This is an optimization exercise on Yosys and OpenROAD, whose aim is small area and a short achievable clock period, not a production implementation.
Where RTL was checked, it was by simulation tests only, not by an equivalence proof against the original.

== main ==
// perceptron_top
module perceptron_top #(
    parameter WIDTH = 16
  ) (
    input clk,
    input reset,
    input      val_i,
    output     rdy_o,
    output     val_o,
    input      rdy_i,
    input  [1:0] W1W0b_en_i,
    input        b_i,
    input        W0_i,
    input        W1_i,
    input signed [WIDTH-1:0] X0_i,
    input signed [WIDTH-1:0] X1_i,
    output     Y_o
);
Size: ~1400 cells after synthesis.
Settings: LEC_CHECK=0, CAP_MARGIN=20, CORE_MARGIN=2, CORE_UTILIZATION=40, SETUP_SLACK_MARGIN=3.5, SLEW_MARGIN=20, SYNTH_HIERARCHICAL=1, SYNTH_MINIMUM_KEEP_SIZE=0; clock period 9.0 ns.
standard.sh (not shown) runs the stock make flow with config.mk's settings and CLKGATE_MAP_FILE= SYNTH_SCRIPT=/design/flow/synth_recipe.tcl, a recipe that flattens the netlist after the stock synthesis.
==> flow/flow/run.sh <==
#!/bin/bash
# The standard layout (standard.sh, unchanged synthesis and steps), with
# the port buffers made of a plain buffer cell instead of the delay buffer
# that buffer_ports picks by default.  ORFS keeps each step's log under
# orfs/logs/; make's own output goes to make.log here.
set -euo pipefail
bash standard.sh BUFFER_PORTS_ARGS="-buffer_cell sky130_fd_sc_hd__buf_2" finish > make.log 2>&1
Inputs modified between main and the feature branch:
--- a/flow/design.v
+++ b/flow/design.v
@@ -39,31 +39,32 @@
     input en_ingress,
     input  [1:0] W1W0b_en_i,
     input        b_i,
     input        W0_i,
     input        W1_i,
     input  [15:0] X0_i,
     input  [15:0] X1_i,
     output Y_o
 );
 reg [15:0] w0, w1, b;
-wire sh_w1 = ~reset & (W1W0b_en_i == 2'b11);
-wire sh_w0 = ~reset & (W1W0b_en_i == 2'b10);
-wire sh_b  = ~reset & (W1W0b_en_i == 2'b01);
-wire ho_w1 = ~reset & ~(W1W0b_en_i == 2'b11);
-wire ho_w0 = ~reset & ~(W1W0b_en_i == 2'b10);
-wire ho_b  = ~reset & ~(W1W0b_en_i == 2'b01);
 always @ (posedge clk)
 begin
-  w1 <= ({w1[14:0], W1_i} & {16{sh_w1}}) | (w1 & {16{ho_w1}});
-  w0 <= ({w0[14:0], W0_i} & {16{sh_w0}}) | (w0 & {16{ho_w0}});
-  b  <= ({b[14:0],  b_i}  & {16{sh_b}})  | (b  & {16{ho_b}});
+  if (reset == 1)
+  begin
+    w0 <= 0;
+    w1 <= 0;
+    b  <= 0;
+  end else begin
+    if (W1W0b_en_i == 2'b11) w1 <= {w1[14:0], W1_i};
+    if (W1W0b_en_i == 2'b10) w0 <= {w0[14:0], W0_i};
+    if (W1W0b_en_i == 2'b01) b  <= {b[14:0], b_i};
+  end
 end
 wire [15:0] wn0 = ~w0;
 wire [15:0] wn1 = ~w1;
 wire [7:0] neg0_d, one0_d, two0_d, neg1_d, one1_d, two1_d;
 genvar gi;
 generate for (gi = 0; gi < 8; gi = gi + 1) begin : g_enc
   booth_enc u_e0 (.xh(X0_i[2*gi+1]), .xm(X0_i[2*gi]), .xl(gi == 0 ? 1'b0 : X0_i[(gi == 0 ? 0 : 2*gi-1)]),
                   .neg(neg0_d[gi]), .one(one0_d[gi]), .two(two0_d[gi]));
   booth_enc u_e1 (.xh(X1_i[2*gi+1]), .xm(X1_i[2*gi]), .xl(gi == 0 ? 1'b0 : X1_i[(gi == 0 ? 0 : 2*gi-1)]),
                   .neg(neg1_d[gi]), .one(one1_d[gi]), .two(two1_d[gi]));
Notes after the runs:
- Worst setup slack in the feature branch vs main: down 41 ps
- Going from main to the feature branch, post-synthesis simple-gate area fraction neither gained nor lost much; cell area neither gained nor lost much; per-cell via count in the routed design lost 1.7%.
- Part of the cycle the worst path needs | the feature branch above main
- Diff main..the feature branch | initial antenna violation count | negligible
- Each of the runs, namely main and the feature branch, reached the end of the flow and came out clean.
- From the feature branch to main, TritonCTS buffer count did not move at all.
Only the layout flow was run in the feature branch; the RTL was not checked for function there.

* * *

== the previous run ==
Another version of the RTL of perceptron_top (not shown whole).
Size in the first run: roughly 130 flip-flops.
Settings: LEC_CHECK=0, CAP_MARGIN=20, CORE_MARGIN=2, CORE_UTILIZATION=55, CTS_BUF_LIST=sky130_fd_sc_hd__clkbuf_8, SETUP_SLACK_MARGIN=4.6, SLEW_MARGIN=20, SYNTH_HIERARCHICAL=1, SYNTH_MINIMUM_KEEP_SIZE=0; clock period 9.0 ns.
==> flow/flow/run.sh <==
#!/bin/bash
# The standard layout (standard.sh: unchanged synthesis and steps), with
#  - the port buffers made of a plain buffer cell instead of the delay buffer
#    that buffer_ports picks by default, and
#  - setup repair limited to resizing gates and swapping pins (no buffer
#    insertion or gate cloning).
# ORFS keeps each step's full log under orfs/logs/; make's own output goes to
# make.log here.
set -euo pipefail
bash standard.sh BUFFER_PORTS_ARGS="-buffer_cell sky130_fd_sc_hd__buf_1" \
  SETUP_MOVE_SEQUENCE="unbuffer,sizeup,swap" finish > make.log 2>&1
The following lists how the current run was set up differently from the previous run:
--- a/flow/design.v
+++ b/flow/design.v
@@ -1078,30 +1078,31 @@
 assign G1132 = G1125 | (P1126 & g1130);
 assign P1133 = P1126 & q1131;
 assign g1134 = c1041 & s1052;
 assign q1135 = c1041 | s1052;
 assign g1136 = c1053 & s1064;
 assign q1137 = c1053 | s1064;
 assign G1138 = g1136 | (q1137 & g1134);
 assign P1139 = q1137 & q1135;
 assign g1140 = s662 & s664;
 assign q1141 = s662 | s664;
 assign G1142 = g1140 | (q1141 & G1129);
 reg [34:0] cs;
-wire [34:0] cs_new = {P1133, G1132, P1139, G1138, s1040, c1025, s1024, c1009, s1008, c989, s988, c969, s968, c945, s944, c921, s920, c893, s892, c865, s864, c833, s832, c801, s800, c769, s768, c741, s740, c713, s712, c689, s688, c665, G1142};
-wire [34:0] cs_d;
-wire eg_hold = ~en_egress;
-ao22m u_hcs [34:0] (.a(cs_new), .b(en_egress), .c(cs), .d(eg_hold), .y(cs_d));
+reg eg_q, y_hold;
 always @ (posedge clk)
-  cs <= cs_d;
+begin
+  cs     <= {P1133, G1132, P1139, G1138, s1040, c1025, s1024, c1009, s1008, c989, s988, c969, s968, c945, s944, c921, s920, c893, s892, c865, s864, c833, s832, c801, s800, c769, s768, c741, s740, c713, s712, c689, s688, c665, G1142};
+  eg_q   <= en_egress;
+  y_hold <= Y_o;
+end
 assign g1143 = cs[1] & cs[2];
 assign q1144 = cs[1] | cs[2];
 assign g1145 = cs[3] & cs[4];
 assign q1146 = cs[3] | cs[4];
 assign g1147 = cs[5] & cs[6];
 assign q1148 = cs[5] | cs[6];
 assign g1149 = cs[7] & cs[8];
 assign q1150 = cs[7] | cs[8];
 assign g1151 = cs[9] & cs[10];
 assign q1152 = cs[9] | cs[10];
 assign g1153 = cs[11] & cs[12];
 assign q1154 = cs[11] | cs[12];
@@ -1143,33 +1144,37 @@
 assign G1190 = G1176 | (P1177 & G1175);
 assign G1191 = G1180 | (P1181 & G1178);
 assign P1192 = P1181 & P1179;
 assign G1193 = G1184 | (P1185 & G1182);
 assign P1194 = P1185 & P1183;
 assign G1195 = G1188 | (P1189 & G1186);
 assign P1196 = P1189 & P1187;
 assign G1197 = G1191 | (P1192 & G1190);
 assign G1198 = G1195 | (P1196 & G1193);
 assign P1199 = P1196 & P1194;
 assign G1200 = G1198 | (P1199 & G1197);
 assign G1201 = G1173 | (P1174 & G1200);
-assign Y_o = ~(1'b1 ^ G1201);
+wire y_new = ~(1'b1 ^ G1201);
+mux2m u_ysel (.a(y_new), .b(y_hold), .s(eg_q), .y(Y_o));
 endmodule
 module booth_enc (input xh, input xm, input xl, output onen, output twon);
   assign onen = ~(xm ^ xl);
   assign twon = ~((xh ^ xm) & ~(xm ^ xl));
 endmodule
 module ao22m (input a, input b, input c, input d, output y);
   assign y = (a & b) | (c & d);
 endmodule
+module mux2m (input a, input b, input s, output y);
+  assign y = s ? a : b;
+endmodule
 module oa22m (input a, input b, input c, input d, output y);
   assign y = (a | b) & (c | d);
 endmodule
 module invm (input a, output y);
   assign y = ~a;
 endmodule
 module oai22m (input a, input b, input c, input d, output y);
   assign y = ~((a | b) & (c | d));
 endmodule
 module nor2m (input a, input b, output y);
   assign y = ~(a | b);
 endmodule
### Flow results
The flow did not stop early for the current run: all stages ran, and the layout cleared the timing, DRC and antenna checks.
Cell count: the current run < the previous run
The current run against the previous run; number of DRC markers in iteration 0 is down by more than 10%.
Summary of the current run over the previous run: minimum clock period after layout down 0.015 ns, core utilization lost 1.5 points, first-pass GRT wire length -about 2%.
The previous run was larger in final cell area than the current run.
Diff the previous run and the current run: area growth from synthesis to final layout lower in the current run
Re worst hold slack: the previous run and the current run aren't equal, and the lower value belongs to the previous run.
Any difference in clock network contribution to total cell area between the current run and the previous run is small enough to ignore.
Sequential area share after synthesis up 0.63 points in the current run wrt the previous run
Compared with the previous run, the detailed router inserted fewer vias in the current run.
No run of this note included a check of the RTL's function; only the layout flow was run.

* * *

Another version of the RTL of perceptron_top (not shown whole).
Size: about 14000 um2 of cells after synthesis.
## perceptron_top
module perceptron_top #(
    parameter WIDTH = 16
  ) (
    input clk,
    input reset,
    input      val_i,
    output     rdy_o,
    output     val_o,
    input      rdy_i,
    input  [1:0] W1W0b_en_i,
    input        b_i,
    input        W0_i,
    input        W1_i,
    input signed [WIDTH-1:0] X0_i,
    input signed [WIDTH-1:0] X1_i,
    output     Y_o
);
clock: 9.0 ns
lec_check: 0
cap_margin: 20
core_margin: 2
core_utilization: 55
cts_buf_list: sky130_fd_sc_hd__clkbuf_8
setup_slack_margin: 4.6
slew_margin: 20
synth_hierarchical: 1
synth_minimum_keep_size: 0
Scripts as last shown in full above: flow/flow/run.sh
Change:
--- a/flow/design.v
+++ b/flow/design.v
@@ -1,11 +1,23 @@
 module rdy_gate (input rdy_i, input busy, input reset, input [1:0] en, output rdy);
-  assign rdy = (rdy_i | ~busy) & ~(reset | en[1] | en[0]);
+  wire t1, t2;
+  nor2c  u_t1 (.a(reset), .b(en[1]), .y(t1));
+  rdy_t2 u_t2 (.a(en[0]), .b(busy), .c(rdy_i), .y(t2));
+  and2c  u_rd (.a(t1), .b(t2), .y(rdy));
+endmodule
+module nor2c (input a, input b, output y);
+  assign y = ~(a | b);
+endmodule
+module rdy_t2 (input a, input b, input c, output y);
+  assign y = ~(a | (b & ~c));
+endmodule
+module and2c (input a, input b, output y);
+  assign y = a & b;
 endmodule
 module nor3m (input a, input b, input c, output y);
   assign y = ~(a | b | c);
 endmodule
 module ao_en (input a, input b, input c, output y);
   assign y = (a | ~b) & c;
 endmodule
 module perceptron_ctrl (
     input        clk,
@@ -1091,24 +1103,25 @@
 assign G1157 = g1155 | (q1156 & g1153);
 assign P1158 = q1156 & q1154;
 assign g1159 = c713 & s740;
 assign q1160 = c713 | s740;
 assign g1161 = c741 & s768;
 assign q1162 = c741 | s768;
 assign G1163 = g1161 | (q1162 & g1159);
 assign P1164 = q1162 & q1160;
 reg [26:0] cs;
-wire [26:0] cs_new = {P1133, G1132, P1146, G1145, P1158, G1157, s988, c969, s968, c945, s944, c921, s920, c893, s892, c865, s864, c833, s832, c801, s800, c769, P1164, G1163, P1152, G1151, G1142};
-wire [26:0] cs_d;
-wire eg_hold = ~en_egress;
-ao22m u_hcs [26:0] (.a(cs_new), .b(en_egress), .c(cs), .d(eg_hold), .y(cs_d));
+reg eg_q, y_hold;
 always @ (posedge clk)
-  cs <= cs_d;
+begin
+  cs     <= {P1133, G1132, P1146, G1145, P1158, G1157, s988, c969, s968, c945, s944, c921, s920, c893, s892, c865, s864, c833, s832, c801, s800, c769, P1164, G1163, P1152, G1151, G1142};
+  eg_q   <= en_egress;
+  y_hold <= Y_o;
+end
 assign g1165 = cs[5] & cs[6];
 assign q1166 = cs[5] | cs[6];
 assign g1167 = cs[7] & cs[8];
 assign q1168 = cs[7] | cs[8];
 assign g1169 = cs[9] & cs[10];
 assign q1170 = cs[9] | cs[10];
 assign g1171 = cs[11] & cs[12];
 assign q1172 = cs[11] | cs[12];
 assign g1173 = cs[13] & cs[14];
@@ -1135,27 +1148,31 @@
 assign G1194 = G1184 | (P1185 & G1181);
 assign G1195 = G1188 | (P1189 & G1186);
 assign P1196 = P1189 & P1187;
 assign G1197 = G1192 | (P1193 & G1190);
 assign P1198 = P1193 & P1191;
 assign G1199 = G1195 | (P1196 & G1194);
 assign G1200 = cs[25] | (cs[26] & G1197);
 assign P1201 = cs[26] & P1198;
 assign G1202 = G1200 | (P1201 & G1199);
-assign Y_o = ~(1'b1 ^ G1202);
+wire y_new = ~(1'b1 ^ G1202);
+mux2m u_ysel (.a(y_new), .b(y_hold), .s(eg_q), .y(Y_o));
 endmodule
 module booth_enc (input xh, input xm, input xl, output onen, output twon);
   assign onen = ~(xm ^ xl);
   assign twon = ~((xh ^ xm) & ~(xm ^ xl));
 endmodule
 module ao22m (input a, input b, input c, input d, output y);
   assign y = (a & b) | (c & d);
 endmodule
+module mux2m (input a, input b, input s, output y);
+  assign y = s ? a : b;
+endmodule
 module oa22m (input a, input b, input c, input d, output y);
   assign y = (a | b) & (c | d);
 endmodule
 module invm (input a, output y);
   assign y = ~a;
 endmodule
 module oai22m (input a, input b, input c, input d, output y);
   assign y = ~((a | b) & (c | d));
 endmodule
=> Worst setup slack degrades by 48 ps. First-iteration DRC count went up by roughly a tenth. Final area went down by a few percent. Utilization stays flat. Die area went down slightly.
Function not checked in the second run of this note: the RTL went through the layout flow alone.

* * *

## JK
perceptron_top, a different RTL version from the one above (not shown whole).
Size in the first run: roughly 1300 cells after synthesis, about 130 flip-flops, roughly 44 I/O pins, about 14000 µm² of cells after synthesis.
==> flow/config.mk <==
export PLATFORM = sky130hd
export DESIGN_NAME = perceptron_top
export DESIGN_NICKNAME = perceptron_top
export VERILOG_FILES = /design/flow/design.v
export SDC_FILE = /design/flow/constraint.sdc
export NUM_CORES = 4
export LEC_CHECK = 0
export CAP_MARGIN = 20
export CORE_MARGIN = 2
export CORE_UTILIZATION = 55
export CTS_BUF_LIST = sky130_fd_sc_hd__clkbuf_8
export SETUP_SLACK_MARGIN = 4.6
export SLEW_MARGIN = 20
export SYNTH_HIERARCHICAL = 1
export SYNTH_MINIMUM_KEEP_SIZE = 0
==> flow/constraint.sdc <==
create_clock -name core_clock -period 9.0 [get_ports {clk}]
set_input_delay 1.8000 -clock core_clock [delete_from_list [all_inputs] [get_ports {clk}]]
set_output_delay 1.8000 -clock core_clock [all_outputs]
set_load 0.01 [all_outputs]
Scripts as last shown in full above: flow/flow/run.sh
> inputs changed (JK -> AL)
diff --git a/flow/design.v b/flow/design.v
--- a/flow/design.v
+++ b/flow/design.v
@@ -1,33 +1,25 @@
 module rdy_gate (input rdy_i, input busy, input reset, input [1:0] en, output rdy);
   assign rdy = (rdy_i | ~busy) & ~(reset | en[1] | en[0]);
 endmodule
-module nor3m (input a, input b, input c, output y);
-  assign y = ~(a | b | c);
-endmodule
-module ao_en (input a, input b, input c, output y);
-  assign y = (a | ~b) & c;
-endmodule
 module perceptron_ctrl (
     input        clk,
     input        reset,
     input  [1:0] W1W0b_en_i,
     output       en_egress,
     output       en_ingress,
     input        val_i,
     output       rdy_o,
     output reg   val_o,
     input        rdy_i
 );
 reg  val_o_reg;
+wire reset_internal = reset | (|W1W0b_en_i);
 wire busy = val_o & val_o_reg;
 rdy_gate u_rdy_port (.rdy_i(rdy_i), .busy(busy), .reset(reset), .en(W1W0b_en_i), .rdy(rdy_o));
-wire go;    
-nor3m u_go (.a(reset), .b(W1W0b_en_i[1]), .c(W1W0b_en_i[0]), .y(go));
-ao_en u_en_in (.a(rdy_i), .b(busy), .c(go), .y(en_ingress));
-wire reset_internal = ~go;
+rdy_gate u_rdy_int  (.rdy_i(rdy_i), .busy(busy), .reset(reset), .en(W1W0b_en_i), .rdy(en_ingress));
 assign en_egress = rdy_i | ~val_o;
 always @ (posedge clk)
 begin
   if (reset_internal == 1)
   begin
     val_o_reg <= 0;
@@ -51,22 +43,22 @@
     input        W1_i,
     input  [15:0] X0_i,
     input  [15:0] X1_i,
     output Y_o
 );
 reg [15:0] wn0, wn1, b;
-wire shn_w1 = ~(~reset & (W1W0b_en_i == 2'b11));
-wire shn_w0 = ~(~reset & (W1W0b_en_i == 2'b10));
-wire hon_w1 = reset | (W1W0b_en_i == 2'b11);
-wire hon_w0 = reset | (W1W0b_en_i == 2'b10);
-wire sh_b   = ~reset & (W1W0b_en_i == 2'b01);
-wire ho_b   = ~reset & ~(W1W0b_en_i == 2'b01);
+wire sh_w1 = ~reset & (W1W0b_en_i == 2'b11);
+wire sh_w0 = ~reset & (W1W0b_en_i == 2'b10);
+wire sh_b  = ~reset & (W1W0b_en_i == 2'b01);
+wire ho_w1 = ~reset & ~(W1W0b_en_i == 2'b11);
+wire ho_w0 = ~reset & ~(W1W0b_en_i == 2'b10);
+wire ho_b  = ~reset & ~(W1W0b_en_i == 2'b01);
 wire [15:0] wn1_d, wn0_d, b_d;
-oa22m u_w1d [15:0] (.a({wn1[14:0], ~W1_i}), .b(shn_w1), .c(wn1), .d(hon_w1), .y(wn1_d));
-oa22m u_w0d [15:0] (.a({wn0[14:0], ~W0_i}), .b(shn_w0), .c(wn0), .d(hon_w0), .y(wn0_d));
-ao22m u_bd  [15:0] (.a({b[14:0],  b_i}),   .b(sh_b),   .c(b),   .d(ho_b),   .y(b_d));
+ao221m u_w1d [15:0] (.a({wn1[14:0], ~W1_i}), .b(sh_w1), .c(wn1), .d(ho_w1), .e(reset), .y(wn1_d));
+ao221m u_w0d [15:0] (.a({wn0[14:0], ~W0_i}), .b(sh_w0), .c(wn0), .d(ho_w0), .e(reset), .y(wn0_d));
+ao22m  u_bd  [15:0] (.a({b[14:0],  b_i}),  .b(sh_b),  .c(b),  .d(ho_b),  .y(b_d));
 always @ (posedge clk)
 begin
   wn1 <= wn1_d;
   wn0 <= wn0_d;
   b   <= b_d;
 end
@@ -1094,18 +1086,17 @@
 assign q1160 = c713 | s740;
 assign g1161 = c741 & s768;
 assign q1162 = c741 | s768;
 assign G1163 = g1161 | (q1162 & g1159);
 assign P1164 = q1162 & q1160;
 reg [26:0] cs;
-wire [26:0] cs_new = {P1133, G1132, P1146, G1145, P1158, G1157, s988, c969, s968, c945, s944, c921, s920, c893, s892, c865, s864, c833, s832, c801, s800, c769, P1164, G1163, P1152, G1151, G1142};
-wire [26:0] cs_d;
-wire eg_hold = ~en_egress;
-ao22m u_hcs [26:0] (.a(cs_new), .b(en_egress), .c(cs), .d(eg_hold), .y(cs_d));
 always @ (posedge clk)
-  cs <= cs_d;
+begin
+  if (en_egress == 1)
+    cs <= {P1133, G1132, P1146, G1145, P1158, G1157, s988, c969, s968, c945, s944, c921, s920, c893, s892, c865, s864, c833, s832, c801, s800, c769, P1164, G1163, P1152, G1151, G1142};
+end
 assign g1165 = cs[5] & cs[6];
 assign q1166 = cs[5] | cs[6];
 assign g1167 = cs[7] & cs[8];
 assign q1168 = cs[7] | cs[8];
 assign g1169 = cs[9] & cs[10];
 assign q1170 = cs[9] | cs[10];
@@ -1147,14 +1138,14 @@
   assign one = xm ^ xl;
   assign two = (xh ^ xm) & ~(xm ^ xl);
 endmodule
 module ao22m (input a, input b, input c, input d, output y);
   assign y = (a & b) | (c & d);
 endmodule
-module oa22m (input a, input b, input c, input d, output y);
-  assign y = (a | b) & (c | d);
+module ao221m (input a, input b, input c, input d, input e, output y);
+  assign y = (a & b) | (c & d) | e;
 endmodule
 module invm (input a, output y);
   assign y = ~a;
 endmodule
 module oai22m (input a, input b, input c, input d, output y);
   assign y = ~((a | b) & (c | d));
## What came out
- Global routing usage on met1 for AL: 2.8 points up relative to JK
- Compared AL vs JK, and area overhead of the layout relative to synthesis is up in AL.
- Of JK and AL, the run reporting the higher global-route usage was JK.
- AL: share of the final layout cell area in multi-input gates is 2.5 points lower than what JK reported.
- Comparing die area for JK and AL, the bigger number came from AL.
- Sequential cell area share: AL vs JK up 1.3 points
- Gate count after technology mapping, JK and AL: larger value in JK
- Diff JK and AL: sequential cell area fraction in the yosys report lower in JK
Function was not checked in any run of this note: the RTL went through the layout flow alone.

what the ideal ports hide:
Ports are ideal in the flow. The routed layouts listed here were re-timed in OpenROAD. Step 1: set_driving_cell puts a clkbuf_16 on clk and a buf_2 on each other input, an assumption about the parent block. Step 2, shift: input delay + t, output delay - t, t = (earliest + latest rising clock arrival at the registers) / 2. This alone moves slack from input paths to output paths. Three values: ideal ports, drivers, drivers and shift; two values: the first two.
run	shift t [ns]	setup slack, ns	worst setup path at the end	worst register clock-pin slew, ns
main	0.489	4.181 / 4.181 / 4.181	register to register	0.07 / 0.07
the feature branch	0.487	4.139 / 4.139 / 4.139	register to register	0.08 / 0.08
the previous run	0.514	4.662 / 4.662 / 4.662	register to register	0.11 / 0.11
the current run	0.514	4.677 / 4.661 / 4.677	register to register	0.10 / 0.10
the first run of note 3	0.518	4.662 / 4.638 / 4.638	input to output	0.10 / 0.10
the second run of note 3	0.530	4.614 / 4.614 / 4.614	register to register	0.11 / 0.11
JK	0.504	4.687 / 4.667 / 4.667	input to output	0.10 / 0.10
AL	0.516	4.705 / 4.690 / 4.690	input to output	0.11 / 0.11
After both steps setup and hold are still met in every run listed. The setup slack of the first run of note 3, which loses most, moves by -0.024 ns with the drivers and by -0.024 ns with both steps.
